Background: an optimization exercise with open tools, aiming at small area and a short achievable clock period. Do not read the settings as production practice.
Function was not checked in any run shown here: the RTL went through the layout flow alone.
Power and IR drop assume default switching activity.

[flow/design.v]
module maxpool_new(
	input [4:0] stride,
	input  maxpool_enable,
	output reg [18:0] address1 , write_address,
	output reg maxpool_done, patch_end,
	input clk ,
	input reset,
	input [9:0]  w1 ,h1,
	input [4:0] w2,h2,
	output reg [9:0] width,
	output [9:0] height
    );
reg [9:0] w1r;
reg [4:0] w2m1, h2m1, sr;
reg       s_h2;          
reg [4:0]  hi, vi;       
reg [9:0]  Hn;           
reg        fw;           
reg [18:0] W;            
reg [18:0] N;            
reg [9:0]  Vrem;         
reg [9:0]  q;            
reg [4:0]  r;            
reg        wvalid;       
reg        done_i;       
assign height = maxpool_done ? q : 10'd0;
wire [18:0] a_step, w_sum, wa_n;
wire [4:0]  hi_n, vi_n, rs_n, rt_n;
wire [9:0]  hs_n, Vrem_n, q_n;
wire        done_n, pe_n, fw_n;
wire        c_run, c_a_step, c_a_w, c_a_N, c_vi, c_pend;
wire        c_hi, c_vi1, c_hs, c_qi, c_q0, c_rs, c_rt, c_rsr;
wire        c_qr, c_row, c_width, c_ncap;
maxpool_step st (
	.w1r(w1r), .w2m1(w2m1), .h2m1(h2m1), .sr(sr), .s_h2(s_h2),
	.address1(address1), .write_address(write_address), .maxpool_done(done_i),
	.hi(hi), .vi(vi), .Hn(Hn), .fw(fw), .W(W), .Vrem(Vrem),
	.q(q), .r(r), .wvalid(wvalid),
	.a_step(a_step), .w_sum(w_sum), .wa_n(wa_n),
	.hi_n(hi_n), .vi_n(vi_n), .rs_n(rs_n), .rt_n(rt_n),
	.hs_n(hs_n), .Vrem_n(Vrem_n), .q_n(q_n),
	.done_n(done_n), .pe_n(pe_n), .fw_n(fw_n),
	.c_run(c_run), .c_a_step(c_a_step), .c_a_w(c_a_w), .c_a_N(c_a_N),
	.c_vi(c_vi), .c_pend(c_pend),
	.c_qr(c_qr), .c_row(c_row), .c_width(c_width), .c_ncap(c_ncap),
	.c_hi(c_hi), .c_vi1(c_vi1), .c_hs(c_hs), .c_qi(c_qi), .c_q0(c_q0),
	.c_rs(c_rs), .c_rt(c_rt), .c_rsr(c_rsr)
);
wire [18:0] a_d, wa_d, W_d, N_d;
wire [4:0]  hi_d, vi_d, r_d;
wire [9:0]  Hn_d, Vrem_d, q_d, width_d;
wire        done_d, done_i_d, pe_d, fw_d, wv_d;
maxpool_gate gt (
	.reset(reset), .en(maxpool_enable), .stride(stride), .sr(sr), .h1(h1),
	.address1(address1), .write_address(write_address), .maxpool_done(maxpool_done),
	.done_i(done_i), .patch_end(patch_end), .hi(hi), .vi(vi), .Hn(Hn), .fw(fw), .W(W), .N(N),
	.Vrem(Vrem), .q(q), .r(r), .wvalid(wvalid), .width(width),
	.a_step(a_step), .w_sum(w_sum), .wa_n(wa_n),
	.hi_n(hi_n), .vi_n(vi_n), .rs_n(rs_n), .rt_n(rt_n),
	.hs_n(hs_n), .Vrem_n(Vrem_n), .q_n(q_n),
	.done_n(done_n), .pe_n(pe_n), .fw_n(fw_n),
	.c_run(c_run), .c_a_step(c_a_step), .c_a_w(c_a_w), .c_a_N(c_a_N),
	.c_vi(c_vi), .c_pend(c_pend),
	.c_qr(c_qr), .c_row(c_row), .c_width(c_width), .c_ncap(c_ncap),
	.c_hi(c_hi), .c_vi1(c_vi1), .c_hs(c_hs), .c_qi(c_qi), .c_q0(c_q0),
	.c_rs(c_rs), .c_rt(c_rt), .c_rsr(c_rsr),
	.a_d(a_d), .wa_d(wa_d), .W_d(W_d), .N_d(N_d),
	.hi_d(hi_d), .vi_d(vi_d), .r_d(r_d),
	.Hn_d(Hn_d), .Vrem_d(Vrem_d), .q_d(q_d), .width_d(width_d),
	.done_d(done_d), .done_i_d(done_i_d), .pe_d(pe_d), .fw_d(fw_d), .wv_d(wv_d)
);
always @(posedge clk) begin
	w1r  <= w1;
	w2m1 <= w2 - 5'd1;
	h2m1 <= h2 - 5'd1;
	sr   <= stride;
	s_h2 <= (stride == h2);
	address1      <= a_d;
	write_address <= wa_d;
	maxpool_done  <= done_d;
	done_i        <= done_i_d;
	patch_end     <= pe_d;
	hi     <= hi_d;
	vi     <= vi_d;
	Hn     <= Hn_d;
	fw     <= fw_d;
	W      <= W_d;
	N      <= N_d;
	Vrem   <= Vrem_d;
	q      <= q_d;
	r      <= r_d;
	wvalid <= wv_d;
	width  <= width_d;
end
endmodule
module maxpool_step(
	input [9:0]  w1r,
	input [4:0]  w2m1, h2m1, sr,
	input        s_h2,
	input [18:0] address1, write_address,
	input        maxpool_done,
	input [4:0]  hi, vi,
	input [9:0]  Hn,
	input        fw,
	input [18:0] W,
	input [9:0]  Vrem,
	input [9:0]  q,
	input [4:0]  r,
	input        wvalid,
	output [18:0] a_step, w_sum, wa_n,
	output [4:0]  hi_n, vi_n, rs_n, rt_n,
	output [9:0]  hs_n, Vrem_n, q_n,
	output        done_n, pe_n, fw_n,
	output        c_run, c_a_step, c_a_w, c_a_N, c_vi, c_pend,
	output        c_qr, c_row, c_width, c_ncap,
	output        c_hi, c_vi1, c_hs, c_qi, c_q0, c_rs, c_rt, c_rsr
);
function [19:0] radd;
	input [18:0] x, y;
	input        ci;
	integer i;
	reg c;
	begin
		c = ci;
		for (i = 0; i < 19; i = i + 1) begin
			radd[i] = x[i] ^ y[i] ^ c;
			c = (x[i] & y[i]) | (c & (x[i] ^ y[i]));
		end
		radd[19] = c;
	end
endfunction
function [18:0] fadd;
	input [18:0] x;
	input [9:0]  y;
	reg [5:0] lo, m0, m1;
	reg [18:0] hi0, hi1;
	reg c10;
	begin
		lo  = radd({14'd0, x[4:0]}, {14'd0, y[4:0]}, 1'b0);
		m0  = radd({14'd0, x[9:5]}, {14'd0, y[9:5]}, 1'b0);
		m1  = radd({14'd0, x[9:5]}, {14'd0, y[9:5]}, 1'b1);
		hi0 = {10'd0, x[18:10]};
		hi1 = radd({10'd0, x[18:10]}, 19'd0, 1'b1);
		c10 = lo[5] ? m1[5] : m0[5];
		fadd = {c10 ? hi1[8:0] : hi0[8:0], lo[5] ? m1[4:0] : m0[4:0], lo[4:0]};
	end
endfunction
wire [9:0]  D1      = w1r - {5'd0, w2m1};          
wire        wrap    = (hi == w2m1);
wire        vlast   = (vi == h2m1);
wire        pend    = wrap & vlast;
wire [19:0] hd      = radd({9'd0, Hn}, {9'd0, ~D1}, 1'b1);
wire        lastwin = hd[10];                      
wire        rowend  = pend & lastwin;
wire [19:0] vi1w    = radd({14'd0, vi}, 19'd0, 1'b1);
wire [4:0]  vi1     = vi1w[4:0];
wire        ncap    = wrap & (vi1 == sr) & fw;
assign a_step = fadd(address1, wrap ? D1 : 10'd1);
wire [19:0] ws = radd(W, {14'd0, sr}, 1'b0);
assign w_sum  = ws[18:0];
assign c_run    = ~maxpool_done;
assign c_a_step = c_run & (~pend | rowend & ncap);
assign c_a_w    = c_run & pend & ~rowend;
assign c_a_N    = c_run & rowend & ~ncap;
assign c_vi     = c_run & wrap;
assign c_pend   = c_run & pend;
assign c_qr     = c_pend & (~wvalid | lastwin);
assign c_row    = c_run & rowend;
assign c_width  = c_row & ~wvalid;
assign c_ncap   = c_run & ncap;
wire [4:0]  dm1   = wvalid ? h2m1 : w2m1;
wire [19:0] rt    = radd({14'd0, r}, {14'd0, sr}, 1'b0);              
wire [19:0] rs    = radd({13'd0, rt[5:0]}, {13'd1, ~dm1}, 1'b0);      
wire        ge    = rs[6];
wire [19:0] qi    = radd({9'd0, q}, 19'd0, ge);
wire        first = rowend & ~wvalid;
wire [19:0] wa1   = radd(write_address, 19'd0, 1'b1);
wire [19:0] hi1   = radd({14'd0, hi}, 19'd0, 1'b1);
wire [19:0] hs    = radd({9'd0, Hn}, {14'd0, sr}, 1'b0);
wire [19:0] vs    = radd({9'd0, Vrem}, {9'd0, 5'h1f, ~sr}, 1'b1);
assign c_hi    = c_run & ~wrap;
assign c_vi1   = c_vi & ~vlast;
assign c_hs    = c_pend & ~lastwin;
assign c_qi    = c_qr & ~first;
assign c_q0    = c_qr & first & s_h2;
assign c_rs    = c_qi & ge;
assign c_rt    = c_qi & ~ge;
assign c_rsr   = c_qr & first & ~s_h2;
assign wa_n    = wa1[18:0];
assign hi_n    = hi1[4:0];
assign vi_n    = vi1;
assign hs_n    = hs[9:0];
assign fw_n    = lastwin;
assign Vrem_n  = vs[9:0];
assign q_n     = qi[9:0];
assign rs_n    = rs[4:0];
assign rt_n    = rt[4:0];
assign done_n  = rowend ? (Vrem == {5'd0, sr})
                        : (wrap & ~vlast & fw & ({5'd0, vi1} == Vrem));
assign pe_n    = c_pend;
endmodule
module maxpool_gate(
	input        reset, en,
	input [4:0]  stride, sr,
	input [9:0]  h1,
	input [18:0] address1, write_address,
	input        maxpool_done, done_i, patch_end,
	input [4:0]  hi, vi,
	input [9:0]  Hn,
	input        fw,
	input [18:0] W, N,
	input [9:0]  Vrem, q,
	input [4:0]  r,
	input        wvalid,
	input [9:0]  width,
	input [18:0] a_step, w_sum, wa_n,
	input [4:0]  hi_n, vi_n, rs_n, rt_n,
	input [9:0]  hs_n, Vrem_n, q_n,
	input        done_n, pe_n, fw_n,
	input        c_run, c_a_step, c_a_w, c_a_N, c_vi, c_pend,
	input        c_qr, c_row, c_width, c_ncap,
	input        c_hi, c_vi1, c_hs, c_qi, c_q0, c_rs, c_rt, c_rsr,
	output [18:0] a_d, wa_d, W_d, N_d,
	output [4:0]  hi_d, vi_d, r_d,
	output [9:0]  Hn_d, Vrem_d, q_d, width_d,
	output        done_d, done_i_d, pe_d, fw_d, wv_d
);
wire la0;
mp_l u_la0 (.reset(reset), .en(en), .c(c_a_step), .l(la0));
wire la1;
mp_l u_la1 (.reset(reset), .en(en), .c(c_a_w), .l(la1));
wire la2;
mp_l u_la2 (.reset(reset), .en(en), .c(c_a_N), .l(la2));
wire ka;
mp_k u_ka (.reset(reset), .en(en), .c(c_run), .k(ka));
mp_sel3 #(19) s_a (.l0(la0), .l1(la1), .l2(la2), .k(ka),
	.n0(a_step), .n1(w_sum), .n2(N), .q(address1), .d(a_d));
wire lW;
mp_lr u_lW (.reset(reset), .en(en), .c(c_pend), .l(lW));
wire kW;
mp_k u_kW (.reset(reset), .en(en), .c(c_pend), .k(kW));
mp_sel #(19) s_W (.l(lW), .k(kW), .n(a_d), .q(W), .d(W_d));
wire lN = en & c_ncap, kN = ~(en & c_ncap);
mp_sel #(19) s_N  (.l(lN), .k(kN), .n(a_step), .q(N), .d(N_d));
wire lwa;
mp_l u_lwa (.reset(reset), .en(en), .c(c_pend), .l(lwa));
wire kwa;
mp_k u_kwa (.reset(reset), .en(en), .c(c_pend), .k(kwa));
mp_sel #(19) s_wa (.l(lwa), .k(kwa), .n(wa_n), .q(write_address), .d(wa_d));
wire ldn;
mp_l u_ldn (.reset(reset), .en(en), .c(c_run), .l(ldn));
wire kdn;
mp_k u_kdn (.reset(reset), .en(en), .c(c_run), .k(kdn));
mp_sel #(1)  s_dn (.l(ldn), .k(kdn), .n(done_n), .q(maxpool_done), .d(done_d));
mp_sel #(1)  s_di (.l(ldn), .k(kdn), .n(done_n), .q(done_i), .d(done_i_d));
wire lhi;
mp_l u_lhi (.reset(reset), .en(en), .c(c_hi), .l(lhi));
wire khi;
mp_k u_khi (.reset(reset), .en(en), .c(c_run), .k(khi));
mp_sel #(5)  s_hi (.l(lhi), .k(khi), .n(hi_n), .q(hi), .d(hi_d));
wire lpe;
mp_l u_lpe (.reset(reset), .en(en), .c(1'b1), .l(lpe));
wire kpe;
mp_k u_kpe (.reset(reset), .en(en), .c(1'b1), .k(kpe));
mp_sel #(1)  s_pe (.l(lpe), .k(kpe), .n(pe_n), .q(patch_end), .d(pe_d));
wire lvi;
mp_l u_lvi (.reset(reset), .en(en), .c(c_vi1), .l(lvi));
wire kvi;
mp_k u_kvi (.reset(reset), .en(en), .c(c_vi), .k(kvi));
mp_sel #(5)  s_vi (.l(lvi), .k(kvi), .n(vi_n), .q(vi), .d(vi_d));
wire lqi;
mp_l u_lqi (.reset(reset), .en(en), .c(c_qi), .l(lqi));
wire lq0;
mp_l u_lq0 (.reset(reset), .en(en), .c(c_q0), .l(lq0));
wire kq;
mp_k u_kq (.reset(reset), .en(en), .c(c_qr), .k(kq));
mp_sel #(9)  s_q  (.l(lqi), .k(kq), .n(q_n[9:1]), .q(q[9:1]), .d(q_d[9:1]));
mp_sel2 #(1) s_q0 (.l0(lqi), .l1(lq0), .k(kq), .n0(q_n[0]), .n1(1'b1), .q(q[0]), .d(q_d[0]));
wire lr0;
mp_l u_lr0 (.reset(reset), .en(en), .c(c_rs), .l(lr0));
wire lr1;
mp_l u_lr1 (.reset(reset), .en(en), .c(c_rt), .l(lr1));
wire lr2;
mp_l u_lr2 (.reset(reset), .en(en), .c(c_rsr), .l(lr2));
wire kr;
mp_k u_kr (.reset(reset), .en(en), .c(c_qr), .k(kr));
mp_sel3 #(5) s_r  (.l0(lr0), .l1(lr1), .l2(lr2), .k(kr),
	.n0(rs_n), .n1(rt_n), .n2(sr), .q(r), .d(r_d));
wire lwd;
mp_l u_lwd (.reset(reset), .en(en), .c(c_width), .l(lwd));
wire kwd;
mp_k u_kwd (.reset(reset), .en(en), .c(c_width), .k(kwd));
mp_sel #(10) s_wd (.l(lwd), .k(kwd), .n(q_n), .q(width), .d(width_d));
wire lwv;
mp_l u_lwv (.reset(reset), .en(en), .c(c_row), .l(lwv));
wire kwv;
mp_k u_kwv (.reset(reset), .en(en), .c(c_row), .k(kwv));
mp_sel #(1)  s_wv (.l(lwv), .k(kwv), .n(1'b1), .q(wvalid), .d(wv_d));
wire lHn0;
mp_l u_lHn0 (.reset(reset), .en(en), .c(c_hs), .l(lHn0));
wire lHn1;
mp_lr u_lHn1 (.reset(reset), .en(en), .c(c_row), .l(lHn1));
wire kHn;
mp_k u_kHn (.reset(reset), .en(en), .c(c_pend), .k(kHn));
mp_sel2 #(10) s_Hn (.l0(lHn0), .l1(lHn1), .k(kHn),
	.n0(hs_n), .n1({5'd0, stride}), .q(Hn), .d(Hn_d));
wire lV;
mp_l u_lV (.reset(reset), .en(en), .c(c_row), .l(lV));
wire kV;
mp_k u_kV (.reset(reset), .en(en), .c(c_row), .k(kV));
mp_sel2 #(10) s_V  (.l0(lV), .l1(reset), .k(kV),
	.n0(Vrem_n), .n1(h1), .q(Vrem), .d(Vrem_d));
wire lfw;
mp_l u_lfw (.reset(reset), .en(en), .c(c_pend), .l(lfw));
wire kfw;
mp_k u_kfw (.reset(reset), .en(en), .c(c_pend), .k(kfw));
assign fw_d = reset | lfw & fw_n | kfw & fw;
endmodule
module mp_sel #(parameter W = 1) (
	input          l, k,
	input  [W-1:0] n, q,
	output [W-1:0] d
);
assign d = {W{l}} & n | {W{k}} & q;
endmodule
module mp_sel2 #(parameter W = 1) (
	input          l0, l1, k,
	input  [W-1:0] n0, n1, q,
	output [W-1:0] d
);
assign d = {W{l0}} & n0 | {W{l1}} & n1 | {W{k}} & q;
endmodule
module mp_sel3 #(parameter W = 1) (
	input          l0, l1, l2, k,
	input  [W-1:0] n0, n1, n2, q,
	output [W-1:0] d
);
assign d = {W{l0}} & n0 | {W{l1}} & n1 | {W{l2}} & n2 | {W{k}} & q;
endmodule
module mp_l (input reset, en, c, output l);
assign l = ~reset & en & c;
endmodule
module mp_k (input reset, en, c, output k);
assign k = ~reset & ~(en & c);
endmodule
module mp_lr (input reset, en, c, output l);
assign l = reset | en & c;
endmodule
[flow/flow/run.sh]
#!/bin/bash
# Standard layout, with the port buffers made from buf_1 cells and timing
# repair asked to leave more setup slack than the clock period needs.
export BUFFER_PORTS_ARGS="-buffer_cell sky130_fd_sc_hd__buf_1"
export SETUP_SLACK_MARGIN=18
bash standard.sh > standard.log 2>&1
[flow/standard.sh]
#!/bin/bash
# synth_recipe.tcl (not shown) runs the flow's synth.tcl, then flattens the netlist and writes it again
# the make line also repeats each setting of config.mk as NAME=value (left out here)
make -C /OpenROAD-flow-scripts/flow DESIGN_CONFIG=/design/flow/config.mk WORK_HOME=/design/flow/orfs CLKGATE_MAP_FILE= SYNTH_SCRIPT=/design/flow/synth_recipe.tcl "${@:-finish}"
[flow/config.mk]
export PLATFORM = sky130hd
export DESIGN_NAME = maxpool_new
export DESIGN_NICKNAME = maxpool_new
export VERILOG_FILES = /design/flow/design.v
export SDC_FILE = /design/flow/constraint.sdc
export NUM_CORES = 4
export LEC_CHECK = 0
export CAP_MARGIN = 50
export CORE_MARGIN = 2
export CORE_UTILIZATION = 40
export CTS_BUF_LIST = sky130_fd_sc_hd__clkbuf_8
export SLEW_MARGIN = 70
export SYNTH_HIERARCHICAL = 1
[flow/constraint.sdc]
create_clock -name core_clock -period 25.0 [get_ports {clk}]
set_input_delay 5.0000 -clock core_clock [delete_from_list [all_inputs] [get_ports {clk}]]
set_output_delay 5.0000 -clock core_clock [all_outputs]
set_load 0.01 [all_outputs]
==> results of run 1 <==
## sequential cells by signal (all words and copies together) (netlist names)
signal         flops
Hn                10
N                 19
Vrem              10
W                 19
address1          19
done_i             1
fw                 1
h2m1               5
hi                 5
maxpool_done       1
patch_end          1
q                 10
r                  5
s_h2               1
sr                 5
vi                 5
w1r               10
w2m1               5
width             10
write_address     19
wvalid             1
## Yosys stat by module (local to each module, per instance), a selection
module,copies in the design,area (sq um),cells
mp_k,14,8.76,1
mp_lr,2,7.51,1
maxpool_new,1,3490,197
mp_l,18,8.76,1
maxpool_gate,1,27.5,5
maxpool_step,1,2870,320
## per-stage QoR
stage               cells  instance area [sq um]  hold slack (ns)
finish               1173                   9520            0.475
global route         1173                   9520            0.488
CTS                  1173                   9510            0.481
detailed placement   1141                   9130            0.453
global placement     1136                   8990            0.457
floorplan             797                   8610            0.437
## final cells by class
| cell class | instances | area [sq um] | area share, % |
|---|---|---|---|
| clock buffer | 17 | 234 | 2.46 |
| clock inverter | 15 | 144 | 1.51 |
| inverter | 96 | 360 | 3.79 |
| multi-input combinational | 504 | 4760 | 50.0 |
| sequential | 162 | 3250 | 34.1 |
| tap | 275 | 344 | 3.62 |
| timing repair buffer | 104 | 429 | 4.51 |
## worst paths after layout
check                            endpoint
worst max-delay path            height[0]
worst min-delay path             width[6]
worst max register to register      W[13]
worst min register to register   width[6]
## synth_stat cells (all sizes together), types with 5 or more instances
| master | number |
|---|---|
| o21ai | 9 |
| dfxtp | 162 |
| mux2 | 7 |
| xnor2 | 22 |
| nand2 | 32 |
| and2 | 14 |
| nor3 | 8 |
| ha | 88 |
| a22o | 91 |
| and3b | 18 |
| fa | 29 |
| nor2 | 14 |
| buf | 33 |
| xor2 | 25 |
| a21oi | 22 |
| a222oi | 21 |
| a21o | 5 |
| inv | 96 |
| a22oi | 48 |
## layer usage
metal / vias up / wire, um
li1: 3021 / -
met1: 2855 / 8830
met2: 171 / 8540
met3: 16 / 1030
met4: 0 / 227
met5: - / 0
## where the power goes
part / internal [mW] / total [mW] / switching [mW]
Sequential: 0.265 / 0.273 / 0.00798
Combinational: 0.0253 / 0.0610 / 0.0357
Clock: 0.0814 / 0.187 / 0.105
## cell families (layout without fill, tap and decap cells)
kind of cell / count (synthesis) / in the layout
other: 2 / 9
AO/OA/AOI/OAI: 207 / 207
XOR/XNOR: 47 / 47
adder cells (fa/ha/maj): 117 / 117
flip-flops: 162 / 162
buffers and inverters: 131 / 232
multiplexers: 9 / 9
AND/OR/NAND/NOR: 115 / 115
## worst max-delay path: stages (launching register included)
cell and delay (ns):
dfxtp_1 0.54, and2_1 0.20, buf_1 0.16
==> results by group, run 1 <==
Power and ir drop
  – Worst vdd ir: ~26 uV
  – Power Dens Cells: 54.8 nW/um^2
  – Tot Pwr: ~520 uW
  – Leakage: between 4 and 5 nW

Clock tree
  – Clock Sinks: around 160
  – Clock Tree Root: clkbuf_8
  – Post-CTS Hold Fix Bufs: 0
  – Worst-skew pair later-pin latency: 0.47 ns
  – TritonCTS Buffers: 17
  – CTS tree: yes
  – Post-CTS resize count: 0
  – CTS clk-pin slew, worst paths: around 0.08 ns
  – H-tree Lvls: 4
  – Setup Fix Bufs, Post-CTS: 0
  – Max clock buf depth: 2

Global route
  – Largest net degree at the start of global routing: 46
  – Vias in the first global route: around 5800
  – Initial antenna violation count: 0
  – GRT Util Overall: between 15 and 20%
  – First-pass GRT wire length: 30300 um
  – Total gr overflow: 0
  – Gr busiest metal: met2
  – Met1 Resource Use GR: a little under a quarter
  – M2 GR Usage: ~27%
  – M3 GR Usage: approximately 3.4%

Die
  – CORE AREA: roughly 21000 sq um
  – Initial Util: roughly 41%
  – Die area: 22700 sq um
  – # rows: 53
  – DIE HEIGHT: between 150 and 200 um
  – Die Wd: ~150 um
  – I/O Pins: 98

Setup path
  – CP max FO: 12
  – Required time of the critical path: 20.00 ns
  – Startpoint types: flop
  – Crit. End Element: output pin
  – CP Launch Point: maxpool_done
  – Crit path DAT: 1.35 ns
  – R2R setup slack: 19.59 ns
  – R2R depth: 21
  – Reg2reg start: w2m1[0]
  – Crit path kind: flop to output pin

Placement
  – Post-DP HPWL: 13600 um
  – Port bufs: 97
  – Dpl ws: between 15 and 20 ns
  – GPL Wtd Cong: 0.794

Detailed routing
  – Starting DRT DRC Count: 480
  – Total wire length: ~19000 um
  – 1st-pass router iterations: 6
  – Antenna Nets Post-Route: 0
  – DR WL/cell: about 16 um
  – Via/cell ratio: approximately 5.2
  – Vias: between 6000 and 7000
  – Residual DRC: 0

Finish
  – Most frequent cells in the layout: dfxtp_1 (158), buf_1 (95), inv_1 (94)
  – Share of layout cells above drive strength 1: 11.0%
  – Layout area overhead: 10.8%
  – Number of antenna diodes: 0
  – Fin nets: ~1000
  – Most common cell after layout, fill and taps aside: dfxtp_1
  – Post-layout util: a little under half
  – Filler cells: about 2000

Synth
  – Cell taking the most area after synthesis: dfxtp_1
  – Sequential share of the synthesized area: between 30% and 40%
  – Mapped Cells: 790
  – Post-Synth XOR/XNOR Area: under 10%
  – Yosys warning total: 8
  – Synth Area in Compound Gates: a little over 20%
  – Mapped cell area: approximately 8600 sq um
  – Post-synthesis mux area share: ~1.2%
  – Synth area leaders: dfxtp_1 (38%), ha_1 (13%), a22o_1 (9.3%)
  – Synth Area in Simple Gates: under 10%
  – Asr flop ratio synth: 0%
  – Library cells used by synthesis: 52
  – Number of synthesized flops with an enable pin: 0
  – Synth Flop Type: dfxtp_1
  – Area share of fa/ha/maj cells after synthesis: 19.6%
  – Synth Register Bits: ~160
  – Share of the synthesized area in the top cell type: between 30% and 40%
  – Largest family of logic cells by synthesized area: compound AO/OA/AOI/OAI gates
  – Avg Inst Size Synth: ~11 sq um

STA
  – Final hold violation count: 0
  – Setup slack after layout: ~19 ns
  – Peak Freq: 0.157 GHz
  – RSZ-0062 raised after global routing: no
  – Worst clock skew: 0.0186 ns
  – Final Max Tran Viols: 0
  – Final setup fails: 0
  – Min cycle time layout: between 6 and 7 ns
  – TNS Setup: 0 ns
  – Fin crit share: 25.4%

Min path
  – WHS Path Cells: 1
  – Worst hold path type: flop to flop
  – HP Start: width[6]

Job
  – Maxcap violations: 0

Outcome
  – Outcome: timing/DRC/antenna clean
==> run 2: changes to the inputs <==
--- a/flow/design.v
+++ b/flow/design.v
@@ -23,7 +23,8 @@
 reg [4:0]  r;            
 reg        wvalid;       
 reg        done_i;       
-assign height = maxpool_done ? q : 10'd0;
+reg        done_h;       
+assign height = done_h ? q : 10'd0;
 wire [18:0] a_step, w_sum, wa_n;
 wire [4:0]  hi_n, vi_n, rs_n, rt_n;
 wire [9:0]  hs_n, Vrem_n, q_n;
@@ -49,11 +50,11 @@
 wire [18:0] a_d, wa_d, W_d, N_d;
 wire [4:0]  hi_d, vi_d, r_d;
 wire [9:0]  Hn_d, Vrem_d, q_d, width_d;
-wire        done_d, done_i_d, pe_d, fw_d, wv_d;
+wire        done_d, done_i_d, done_h_d, pe_d, fw_d, wv_d;
 maxpool_gate gt (
 	.reset(reset), .en(maxpool_enable), .stride(stride), .sr(sr), .h1(h1),
 	.address1(address1), .write_address(write_address), .maxpool_done(maxpool_done),
-	.done_i(done_i), .patch_end(patch_end), .hi(hi), .vi(vi), .Hn(Hn), .fw(fw), .W(W), .N(N),
+	.done_i(done_i), .done_h(done_h), .patch_end(patch_end), .hi(hi), .vi(vi), .Hn(Hn), .fw(fw), .W(W), .N(N),
 	.Vrem(Vrem), .q(q), .r(r), .wvalid(wvalid), .width(width),
 	.a_step(a_step), .w_sum(w_sum), .wa_n(wa_n),
 	.hi_n(hi_n), .vi_n(vi_n), .rs_n(rs_n), .rt_n(rt_n),
@@ -67,7 +68,7 @@
 	.a_d(a_d), .wa_d(wa_d), .W_d(W_d), .N_d(N_d),
 	.hi_d(hi_d), .vi_d(vi_d), .r_d(r_d),
 	.Hn_d(Hn_d), .Vrem_d(Vrem_d), .q_d(q_d), .width_d(width_d),
-	.done_d(done_d), .done_i_d(done_i_d), .pe_d(pe_d), .fw_d(fw_d), .wv_d(wv_d)
+	.done_d(done_d), .done_i_d(done_i_d), .done_h_d(done_h_d), .pe_d(pe_d), .fw_d(fw_d), .wv_d(wv_d)
 );
 always @(posedge clk) begin
 	w1r  <= w1;
@@ -79,6 +80,7 @@
 	write_address <= wa_d;
 	maxpool_done  <= done_d;
 	done_i        <= done_i_d;
+	done_h        <= done_h_d;
 	patch_end     <= pe_d;
 	hi     <= hi_d;
 	vi     <= vi_d;
@@ -204,7 +206,7 @@
 	input [4:0]  stride, sr,
 	input [9:0]  h1,
 	input [18:0] address1, write_address,
-	input        maxpool_done, done_i, patch_end,
+	input        maxpool_done, done_i, done_h, patch_end,
 	input [4:0]  hi, vi,
 	input [9:0]  Hn,
 	input        fw,
@@ -223,7 +225,7 @@
 	output [18:0] a_d, wa_d, W_d, N_d,
 	output [4:0]  hi_d, vi_d, r_d,
 	output [9:0]  Hn_d, Vrem_d, q_d, width_d,
-	output        done_d, done_i_d, pe_d, fw_d, wv_d
+	output        done_d, done_i_d, done_h_d, pe_d, fw_d, wv_d
 );
 wire la0;
 mp_l u_la0 (.reset(reset), .en(en), .c(c_a_step), .l(la0));
@@ -253,6 +255,7 @@
 mp_k u_kdn (.reset(reset), .en(en), .c(c_run), .k(kdn));
 mp_sel #(1)  s_dn (.l(ldn), .k(kdn), .n(done_n), .q(maxpool_done), .d(done_d));
 mp_sel #(1)  s_di (.l(ldn), .k(kdn), .n(done_n), .q(done_i), .d(done_i_d));
+mp_sel #(1)  s_dh (.l(ldn), .k(kdn), .n(done_n), .q(done_h), .d(done_h_d));
 wire lhi;
 mp_l u_lhi (.reset(reset), .en(en), .c(c_hi), .l(lhi));
 wire khi;
==> run 2 against run 1 <==
Against the previous run:
- worst setup slack gained 0.011 ns
- combinational power increased by 3.3%
- synthesized cell count rose by 0.25%
- via count is 0.74% lower
- utilization rose by 0.26 points
- critical endpoint unchanged
- highest routed layer unchanged
==> results by group, run 2 <==
Outcome
  – Outcome: timing/DRC/antenna clean

Synth
  – Count leader, synth: dfxtp_1
  – Number of synthesized flops with an enable pin: 0 (unchanged)
  – Synth area leaders: dfxtp_1 (38%), ha_1 (13%), a22o_1 (9.3%)
  – Library cells used by synthesis: 54 (+3.8%)
  – Sequential share of the synthesized area: 37.9% (+0.13 points)
  – Mapped Cells: 792 (+0.25%)
  – Synth Register Bits: 163 (+0.62%)
  – Synth Flop Type: dfxtp_1
  – Asr flop ratio synth: 0% (unchanged)
  – Post-synth top cells: dfxtp_1 (163), inv_1 (95), a22o_1 (91)
  – Mapped cell area: 8610 sq um (+0.26%)
  – Share of the synthesized area in the top cell type: 37.9% (+0.13 points)
  – Yosys warning total: 8 (unchanged)
  – Cell taking the most area after synthesis: dfxtp_1
  – Avg Inst Size Synth: 10.9 sq um (about the same)

STA
  – Final hold violation count: 0 (unchanged)
  – Fin crit share: 25.4% (-0.045 points)
  – Peak Freq: 0.158 GHz (+0.18%)
  – Final Max Tran Viols: 0 (unchanged)
  – TNS Setup: 0 ns (unchanged)
  – Final setup fails: 0 (unchanged)
  – Min cycle time layout: 6.34 ns (-0.0112 ns)
  – RSZ-0062 raised after global routing: no
  – Worst clock skew: 0.0141 ns (-0.00445 ns)

Power and ir drop
  – Leakage: 4.47 nW (about the same)
  – Power Dens Cells: 55.9 nW/um^2 (+2.1%)
  – Worst vdd ir: 32.7 uV (+25%)

Finish
  – Most common cell after layout, fill and taps aside: dfxtp_1
  – Design area: 9600 sq um (+0.89%)
  – Most frequent cells in the layout: dfxtp_1 (159), buf_1 (95), inv_1 (94)
  – Share of layout cells above drive strength 1: 11.1% (+0.074 points)
  – Number of antenna diodes: 0 (unchanged)
  – Layout area overhead: 11.5%
  – Fin nets: 1043 (+0.29%)
  – Filler cells: 2067 (+1.9%)

Die
  – Die area: 22700 sq um (+0.26%)
  – I/O Pins: 98 (unchanged)
  – Die Wd: 151 um (+0.13%)
  – Initial Util: 40.8% (about the same)
  – CORE AREA: 21100 sq um (+0.32%)
  – DIE HEIGHT: 151 um (+0.13%)
  – # rows: 53 (unchanged)

Clock tree
  – Max clock buf depth: 2 (unchanged)
  – CTS tree: yes
  – Clock Sinks: 163 (+0.62%)
  – CTS clk-pin slew, worst paths: 0.09 ns (about the same)
  – Worst-skew pair later-pin latency: 0.47 ns (about the same)
  – Clock Tree Root: clkbuf_8
  – Setup Fix Bufs, Post-CTS: 0 (unchanged)
  – Post-CTS Hold Fix Bufs: 0 (unchanged)
  – Post-CTS resize count: 0 (unchanged)
  – H-tree Lvls: 4 (unchanged)
  – TritonCTS Buffers: 17 (unchanged)

Detailed routing
  – DR WL/cell: 15.9 um (+0.45%)
  – 1st-pass router iterations: 5 (-1)
  – Starting DRT DRC Count: 364 (-24%)
  – Via/cell ratio: 5.12 (-1.0%)
  – Total wire length: 18800 um (+0.71%)
  – Residual DRC: 0 (unchanged)
  – Antenna Nets Post-Route: 0 (unchanged)
  – Vias: 6018 (-0.74%)

Job
  – Maxcap violations: 0 (unchanged)

Setup path
  – Crit. End Element: output pin
  – Crit path DAT: 1.34 ns (about the same)
  – Critical path cell sequence: and2_1 -> buf_1
  – CP max stage delay: 0.50 ns (-0.04 ns)
  – Kind of cell adding the most delay to the critical path: flip-flops
  – Startpoint types: flop
  – CP max FO: 11 (-1)
  – Crit-path slowest cell: dfxtp_1
  – Buf+Inv Stages, Crit Path: 1 (unchanged)
  – Crit path kind: flop to output pin
  – Required time of the critical path: 20.00 ns (about the same)

Global route
  – Largest net degree at the start of global routing: 46 (unchanged)
  – M3 GR Usage: 3.21% (-0.18 points)
  – Gr busiest metal: met2
  – GRT Util Overall: 17.1% (+0.044 points)
  – Met1 Resource Use GR: 23.2% (-0.24 points)
  – Initial antenna violation count: 0 (unchanged)
  – Total gr overflow: 0 (unchanged)
  – Vias in the first global route: 6000 (+2.7%)
  – First-pass GRT wire length: 30600 um (+1.3%)
  – M2 GR Usage: 27.4% (+0.14 points)

Placement
  – Dpl cell area: 9170 sq um (+0.47%)
  – GPL Wtd Cong: 0.789 (-0.55%)
  – Port bufs: 97 (unchanged)
  – Post-DP HPWL: 13600 um (-0.38%)

Min path
  – Worst hold path type: flop to flop
==> run 2: layout make-up <==
| type | count | area, sq um | share of cell area (%) |
|---|---|---|---|
| clock inverter | 15 | 171 | 1.79 |
| timing repair buffer | 105 | 437 | 4.55 |
| multi-input combinational | 505 | 4790 | 49.9 |
| tap | 275 | 344 | 3.58 |
| sequential | 163 | 3270 | 34.0 |
| clock buffer | 17 | 234 | 2.44 |
| inverter | 96 | 360 | 3.75 |
==> run 2: worst reg2reg max path: stages, from the launching register on <==
cell and delay [ns]:
dfxtp_1 0.42, ha_1 0.19, inv_1 0.06, fa_1 0.52
nand2_1 0.09, fa_1 0.42, fa_1 0.36, inv_1 0.07
fa_1 0.15, inv_1 0.05, fa_1 0.42, mux2i_1 0.16
fa_1 0.40, fa_1 0.37, inv_1 0.10, fa_1 0.17
inv_1 0.05, fa_2 0.46, mux2_2 0.34, a22oi_1 0.20
nand2_1 0.09, a22o_1 0.23
==> run 2: kinds of logic after synthesis <==
kind of cell | synth area share [%]
adders and majority gates | 19.5
xor gates and xnor gates | 4.87
other | 0.0872
buffers and inverters | 8.24
AOI/OAI and AO/OA | 20.5
DFF | 37.9
muxes | 1.15
and+or+nand+nor | 7.69
==> run 2: modules after synthesis (local to each module, per instance), a selection <==
| module | flip-flops and latches | cell area, sq um | times used | cells inside |
|---|---|---|---|---|
| mp_l | 0 | 8.76 | 18 | 1 |
| mp_lr | 0 | 7.51 | 2 | 1 |
| maxpool_step | 0 | 2860 | 1 | 320 |
| maxpool_gate | 0 | 27.5 | 1 | 5 |
| maxpool_new | 163 | 3510 | 1 | 198 |
| mp_k | 0 | 8.76 | 14 | 1 |
==> run 2: final timing paths <==
path | slack (ns) | end | cells past startpoint | startpoint
hold reg to reg | 0.48 | N[0] | 1 | N[0]
hold / removal | 0.48 | N[0] | 1 | N[0]
setup reg to reg | 19.60 | W[13] | 21 | w2m1[0]
setup / recovery | 18.66 | height[0] | 2 | done_h
==> run 2: metal layers <==
| metal | up-vias | routed length, um |
|---|---|---|
| li1 | 3037 | - |
| met1 | 2840 | 9360 |
| met2 | 117 | 8340 |
| met3 | 24 | 713 |
| met4 | 0 | 346 |
| met5 | - | 0 |
==> run 2: power by group <==
part | leakage (nW) | total (mW) | internal (mW) | switching (mW)
Clock | 0.203 | 0.199 | 0.0918 | 0.107
Sequential | 1.33 | 0.275 | 0.267 | 0.00796
Combinational | 2.93 | 0.0630 | 0.0262 | 0.0368
Total | 4.47 | 0.537 | 0.385 | 0.152
==> run 2: through the flow <==
| step | hold slack, ns | worst slack, ns | cells | total power, mW | util, % |
|---|---|---|---|---|---|
| after global routing | 0.493 | 18.50 | 1176 | 0.565 | 45.5 |
| after detailed placement | 0.456 | 18.44 | 1144 | 0.344 | 43.5 |
| after floorplan | 0.440 | 19.02 | 799 | 0.324 | - |
| final | 0.482 | 18.66 | 1176 | 0.537 | 45.5 |
| after global placement | 0.457 | 17.91 | 1138 | 0.340 | 42.7 |
| after CTS | 0.483 | 18.55 | 1176 | 0.543 | 45.4 |

==> port drivers added, routing unchanged <==
No port has a modelled driver above. Below, the same layouts with a new extraction and two added sets of constraints. Step 1: set_driving_cell puts a clkbuf_16 on clk and a buf_2 on each other input, an assumption about the parent block. Step 2 times the ports against the registers' clock, not the clock port: input delays grow and output delays shrink by t, the midpoint of the rising clock arrivals with the driver on. Three values: no drivers, after step 1, after step 2; two values: the first two.
run	t (ns)	setup slack, ns	clock arrival spread, ns
run 1	0.496	18.648 / 18.608 / 18.520	0.019 / 0.018
run 2	0.503	18.660 / 18.618 / 18.427	0.014 / 0.014
After both steps every run listed still meets setup and hold. For run 2, which loses most, drivers alone change the setup slack by -0.042 ns; drivers and shift together by -0.233 ns.
